Background: an optimization exercise with open tools, aiming at small area. Do not read the settings as production practice.
Function was checked by simulation only, so behaviour that the tests miss may differ from the original.
The flow treats the clock pin as an ideal source, which a real chip does not have.

==> flow/design.v (excerpt) <==
module CH3_VFD(
	RESETN, CLK,
	KEY,
	LCD_E, LCD_RS, LCD_RW,
	LCD_DATA,
	PIEZO
);
Size: roughly 970 cells after synthesis, ~150 flip-flops, ~22 I/O pins.
clock: 10.0 ns
lec_check: 0
abc_area: 1
cap_margin: 20
core_margin: 2
core_utilization: 65
place_density: 0.8
slew_margin: 20
standard.sh (not shown) runs the stock make flow with config.mk's settings and CLKGATE_MAP_FILE= SYNTH_SCRIPT=/design/flow/synth_recipe.tcl, a recipe that flattens the netlist after the stock synthesis.
==> flow/flow/run.sh <==
#!/bin/bash
# Own layout flow: the standard flow (standard.sh) with these changes.
# 1. Synthesis maps the logic with an area-oriented ABC script
#    (flow/abc_area.script). Registers, their names and cells are the
#    standard synthesis's; only the combinational mapping differs.
# 2. Clock tree synthesis uses the options in flow/cts_args.txt: small
#    clock buffers and no dummy loads. After it, flow/post_cts.tcl upsizes
#    each clock buffer whose flip-flop clock pins see a slow slew.
# 3. Every input and output port still gets its own buffer, of the cell
#    named in flow/port_buffer.txt.
# Each tool's output goes to a log file in this folder (synth.log,
# layout.log, and ORFS's own logs under orfs/logs).
set -euo pipefail
W=$PWD
rm -rf "$W/scripts_area"
mkdir -p "$W/scripts_area"
cp -r "$FLOW_HOME/scripts/." "$W/scripts_area/"
cp "$W/flow/abc_area.script" "$W/scripts_area/abc_area.script"
bash standard.sh synth ABC_AREA=1 SCRIPTS_DIR="$W/scripts_area" > "$W/synth.log" 2>&1
CTS_ARGS="$(tr '\n' ' ' < "$W/flow/cts_args.txt")"
PORT_BUF="$(tr -d ' \n' < "$W/flow/port_buffer.txt")"
bash standard.sh finish "CTS_ARGS=$CTS_ARGS" "BUFFER_PORTS_ARGS=-buffer_cell $PORT_BUF" \
  "POST_CTS_TCL=$W/flow/post_cts.tcl" > "$W/layout.log" 2>&1
test -s "$W/out/final.def"
==> flow/flow/abc_area.script <==
strash
&get -n
&deepsyn -T 90
&put
dch -f
amap -m -F 4 -A 10
topo
==> flow/flow/cts_args.txt <==
-sink_clustering_enable -repair_clock_nets -dont_use_dummy_load -buf_list {sky130_fd_sc_hd__clkbuf_4} -root_buf sky130_fd_sc_hd__clkbuf_8
==> flow/flow/post_cts.tcl <==
estimate_parasitics -placement
set fixed 0
foreach pass {1 2 3} {
  set up {}
  foreach pin [get_pins -hierarchical */CLK] {
    set s [get_property $pin slew_max]
    if {$s eq "" || $s < 0.110} { continue }
    set net [get_nets -of_objects $pin]
    foreach drv [get_pins -of_objects $net -filter "direction==output"] {
      set inst [get_cells -of_objects $drv]
      set m [get_property $inst ref_name]
      if {[string match "sky130_fd_sc_hd__clkbuf_*" $m] && [lsearch $up [get_full_name $inst]] < 0} {
        lappend up [get_full_name $inst]
      }
    }
  }
  if {[llength $up] == 0} { break }
  foreach name $up {
    set inst [get_cells $name]
    set m [get_property $inst ref_name]
    set nm [string map {clkbuf_1 clkbuf_2 clkbuf_2 clkbuf_4 clkbuf_4 clkbuf_8 clkbuf_8 clkbuf_16} $m]
    if {$nm ne $m} { replace_cell $inst [get_lib_cells */$nm]; incr fixed }
  }
  estimate_parasitics -placement
}
puts "post_cts: upsized $fixed clock buffers"
detailed_placement
estimate_parasitics -placement
Other scripts of this flow, unchanged in this note and not shown: flow/flow/port_buffer.txt
Rerun with:
==> flow/flow/run.sh (replaced) <==
#!/bin/bash
# Own layout flow: the standard flow with two changes.
# 1. Synthesis maps the logic with an area-oriented ABC script
#    (flow/abc_area.script). Registers, their names and cells are the
#    standard synthesis's; only the combinational mapping differs.
# 2. Clock tree synthesis uses the options in flow/cts_args.txt (smaller
#    clock buffers, no dummy loads).
# 3. Every input and output port still gets its own buffer, of the cell
#    named in flow/port_buffer.txt.
# Each tool's output goes to a log file in this folder.
set -euo pipefail
W=$PWD
rm -rf "$W/scripts_area"
mkdir -p "$W/scripts_area"
cp -r "$FLOW_HOME/scripts/." "$W/scripts_area/"
cp "$W/flow/abc_area.script" "$W/scripts_area/abc_area.script"
bash standard.sh synth ABC_AREA=1 SCRIPTS_DIR="$W/scripts_area" > "$W/synth.log" 2>&1
CTS_ARGS="$(tr '\n' ' ' < "$W/flow/cts_args.txt")"
PORT_BUF="$(tr -d ' \n' < "$W/flow/port_buffer.txt")"
bash standard.sh finish "CTS_ARGS=$CTS_ARGS" "BUFFER_PORTS_ARGS=-buffer_cell $PORT_BUF" > "$W/layout.log" 2>&1
test -s "$W/out/final.def"
==> flow/flow/abc_area.script (replaced) <==
strash
&get -n
&deepsyn -I 4 -T 60
&put
dch -f
amap
topo
==> flow/flow/cts_args.txt (replaced) <==
-sink_clustering_enable -repair_clock_nets -dont_use_dummy_load -buf_list {sky130_fd_sc_hd__clkbuf_8} -sink_clustering_size 30 -sink_clustering_max_diameter 250
Settings changed: CORE_UTILIZATION 65 to 40, PLACE_DENSITY 0.8 to not set.
removed: flow/flow/post_cts.tcl
Effect: Cell area is higher by a few percent; die area rose by well over a third; final cell count went up by roughly a tenth.

## re-timing with driven ports
How much do the figures lean on ideal ports? The routed layouts below were timed once more, with nothing changed but the port constraints. Step 1: set_driving_cell puts a clkbuf_16 on CLK and a buf_2 on each other input, an assumption about the parent block. Step 2 also shifts input and output timing later by t, the mid clock arrival at the registers, as if the neighbouring blocks saw the same clock. Slacks: ideal ports / drivers / drivers and shift; pairs: ideal ports / drivers.
run	t (ns)	slack for setup (ns)	worst setup path after step 2	worst slew at a driven data input, ns
the first run	0.458	4.280 / 4.279 / 3.821	input to register	0.04
the second run	0.488	3.404 / 3.424 / 2.935	input to register	0.03
After both steps setup and hold are still met in every run listed. The setup slack of the second run, which loses most, moves by +0.020 ns with the drivers and by -0.469 ns with both steps.
